From an optimization exercise on the open Yosys and OpenROAD flow, aimed at small area; shortcuts taken in it are not production practice. Function was checked by simulation only, so behaviour that the tests miss may differ from the original. The flow treats the clock pin as an ideal source, which a real chip does not have. No activity file was given, so power comes from the tool's default toggle rates.

old:
Design CH3_VFD, start of the top module:
module CH3_VFD(
	RESETN, CLK,
	KEY,
	LCD_E, LCD_RS, LCD_RW,
	LCD_DATA,
	PIEZO
);
input RESETN, CLK;
input [7:0]KEY;
output LCD_E, LCD_RS, LCD_RW;
output [7:0] LCD_DATA;
output PIEZO;
reg [7:0] LCD_DATA;
reg P_CLK;
reg        half;
reg [15:0] ct;
wire ct_end = ~ct[14] & ~ct[13] & ct[11] & ~ct[10] & ct[9] & ~ct[7] & ct[6] & ~ct[5] &
              ct[4] & ct[3] & ct[2] & ct[1] & ct[0];
wire tick = half & ct_end;                  
wire colon = ~half;                         
always @(posedge CLK)
begin
	if(~RESETN | ct_end)
		ct <= 16'd20350;
	else
		ct <= {ct[14:0], ct[15] ^ ct[14] ^ ct[12] ^ ct[3]};
	if(~RESETN)
		half <= 1'b0;
	else if(ct_end)
		half <= ~half;
end
reg [16:0] kt;
wire sample = kt[15] & ~kt[14] & kt[13] & kt[12] & kt[11] & kt[10] & ~kt[9] & kt[8] &
              ~kt[7] & kt[5] & ~kt[4] & ~kt[3] & ~kt[2] & kt[1] & ~kt[0];
always @(posedge CLK)
begin
	if(~RESETN | sample)
		kt <= 17'd13708;
	else
		kt <= {kt[15:0], kt[16] ^ kt[13]};
end
reg [5:0] cs;
reg e_reg;
wire cs_end = cs[5] & cs[2] & cs[1] & ~cs[0];      
wire sig_rise = cs_end & e_reg;
always @(posedge CLK)
begin
	if(~RESETN | cs_end)
  ...
clock: 10.0 ns
lec_check: 0
abc_area: 1
cap_margin: 20
core_margin: 2
core_utilization: 75
place_density: 0.88
slew_margin: 20
standard.sh (not shown) runs the stock make flow with config.mk's settings and CLKGATE_MAP_FILE= SYNTH_SCRIPT=/design/flow/synth_recipe.tcl, a recipe that flattens the netlist after the stock synthesis.
==> flow/flow/run.sh <==
#!/bin/bash
# Own layout flow: the standard flow (standard.sh) with these changes.
# 1. Synthesis maps the logic with an area-oriented ABC script
#    (flow/abc_area.script), and leaves adders to ABC instead of mapping
#    them to half/full adder cells first (ADDER_MAP_FILE empty). Registers,
#    their names and cells are the standard synthesis's; only the
#    combinational mapping differs.
# 2. Clock tree synthesis uses the options in flow/cts_args.txt: small
#    clock buffers and no dummy loads. After it, flow/post_cts.tcl upsizes
#    each clock buffer whose flip-flop clock pins see a slow slew.
# 3. Every input and output port still gets its own buffer, of the cell
#    named in flow/port_buffer.txt.
# Each tool's output goes to a log file in this folder (synth.log,
# layout.log, and ORFS's own logs under orfs/logs).
set -euo pipefail
W=$PWD
rm -rf "$W/scripts_area"
mkdir -p "$W/scripts_area"
cp -r "$FLOW_HOME/scripts/." "$W/scripts_area/"
cp "$W/flow/abc_area.script" "$W/scripts_area/abc_area.script"
bash standard.sh synth ABC_AREA=1 SCRIPTS_DIR="$W/scripts_area" ADDER_MAP_FILE= > "$W/synth.log" 2>&1
CTS_ARGS="$(tr '\n' ' ' < "$W/flow/cts_args.txt")"
PORT_BUF="$(tr -d ' \n' < "$W/flow/port_buffer.txt")"
bash standard.sh finish "CTS_ARGS=$CTS_ARGS" "BUFFER_PORTS_ARGS=-buffer_cell $PORT_BUF" \
  "POST_CTS_TCL=$W/flow/post_cts.tcl" > "$W/layout.log" 2>&1
test -s "$W/out/final.def"
==> flow/flow/abc_area.script <==
strash
&get -n
&deepsyn -T 200
&put
dch -f
amap -m -F 4 -A 10
topo
Other scripts of this flow, unchanged in this note and not shown: flow/flow/cts_args.txt, flow/flow/port_buffer.txt, flow/flow/post_cts.tcl
old ran to completion and came out clean on the timing, DRC and antenna checks.
Inputs modified between old and new:
- PLACE_DENSITY: 0.88 -> 0.8
- CORE_UTILIZATION: 75 -> 65
==> flow/flow/run.sh <==
#!/bin/bash
# Own layout flow: the standard flow (standard.sh) with these changes.
# 1. Synthesis maps the logic with an area-oriented ABC script
#    (flow/abc_area.script), and leaves adders to ABC instead of mapping
#    them to half/full adder cells first (ADDER_MAP_FILE empty). It runs
#    four times in parallel with different ABC random seeds, and the flow
#    goes on with the netlist of smallest cell area. Registers, their names
#    and cells are the standard synthesis's in every run; only the
#    combinational mapping differs.
# 2. Clock tree synthesis uses the options in flow/cts_args.txt: small
#    clock buffers and no dummy loads. After it, flow/post_cts.tcl upsizes
#    each clock buffer whose flip-flop clock pins see a slow slew.
# 3. Every input and output port still gets its own buffer, of the cell
#    named in flow/port_buffer.txt.
# Each tool's output goes to a log file in this folder (synth_N.log,
# layout.log, and ORFS's own logs under orfs/logs).
set -euo pipefail
W=$PWD
SEEDS="1 2 3 4"
for s in $SEEDS; do
  rm -rf "$W/scripts_s$s" "$W/orfs_s$s"
  mkdir -p "$W/scripts_s$s"
  cp -r "$FLOW_HOME/scripts/." "$W/scripts_s$s/"
  sed "s/@SEED@/$s/" "$W/flow/abc_area.script" > "$W/scripts_s$s/abc_area.script"
  sed "s#WORK_HOME=\([^ ]*\)/orfs #WORK_HOME=\1/orfs_s$s #" standard.sh > "$W/standard_s$s.sh"
  grep -q "orfs_s$s " "$W/standard_s$s.sh"
  bash "$W/standard_s$s.sh" synth ABC_AREA=1 SCRIPTS_DIR="$W/scripts_s$s" ADDER_MAP_FILE= \
    > "$W/synth_$s.log" 2>&1 &
done
wait
best=""; best_area=""
for s in $SEEDS; do
  stat="$W/orfs_s$s/reports/$FLOW_PLATFORM/CH3_VFD/base/synth_stat.txt"
  [[ -s "$stat" && -s "$W/orfs_s$s/results/$FLOW_PLATFORM/CH3_VFD/base/1_synth.odb" ]] || continue
  a=$(grep -m1 "Chip area" "$stat" | awk '{print $NF}')
  echo "seed $s: $a" >> "$W/synth_choice.log"
  if [[ -z "$best" ]] || awk -v a="$a" -v b="$best_area" 'BEGIN{exit !(a < b)}'; then
    best=$s; best_area=$a
  fi
done
test -n "$best"
echo "chosen seed $best: $best_area" >> "$W/synth_choice.log"
rm -rf "$W/orfs"
mv "$W/orfs_s$best" "$W/orfs"
CTS_ARGS="$(tr '\n' ' ' < "$W/flow/cts_args.txt")"
PORT_BUF="$(tr -d ' \n' < "$W/flow/port_buffer.txt")"
bash standard.sh finish "CTS_ARGS=$CTS_ARGS" "BUFFER_PORTS_ARGS=-buffer_cell $PORT_BUF" \
  "POST_CTS_TCL=$W/flow/post_cts.tcl" > "$W/layout.log" 2>&1
test -s "$W/out/final.def"
==> flow/flow/abc_area.script <==
strash
&get -n
&deepsyn -T 120 -S @SEED@
&put
dch -f
amap -m -F 4 -A 10
topo
--- outcome ---
- Startpoint of the most critical setup path = sc[1]: old; startpoint of the most critical setup path = KEY[0]: new
- STATUS cell area after layout: new wins against old
- Compared with old, in new flip-flop and latch count saw little to no change, post-route clock period utilization grew by 1.0 points, global routing usage on met1 went down by 1.2 points.
- Compared to old, new has largest fanout on the critical path 1 higher.
- new vs old: total met2 wirelength after detailed routing down by a few percent
- [compare] base=old new=new: multi-input logic portion of the cell area now sits at about the same level, layout-stage area growth over the synthesis result now sits at about the same level.
- The worst ir drop on vdd in new sits about 13% above the value recorded for old.

## re-timing with driven ports
The results above use ideal ports. As a check the final layouts listed here were re-extracted and re-timed, cells and wires unchanged.
Step 1: set_driving_cell puts a clkbuf_16 on CLK and a buf_2 on each other input, an assumption about the parent block.
Step 2 also shifts input and output timing later by t, the mid clock arrival at the registers, as if the neighbouring blocks saw the same clock.
Slacks: ideal / step 1 / step 2; pairs: ideal / step 1.
run	t, ns	setup slack, ns	worst setup path after step 2	clock arrival spread, ns	worst slew at a driven data input, ns
old	0.475	3.519 / 3.519 / 3.324	input to register	0.040 / 0.040	0.03
new	0.474	3.417 / 3.432 / 2.958	input to register	0.037 / 0.037	0.03
After both steps every run listed still meets setup and hold. For new, which loses most, drivers alone change the setup slack by +0.015 ns; drivers and shift together by -0.459 ns.
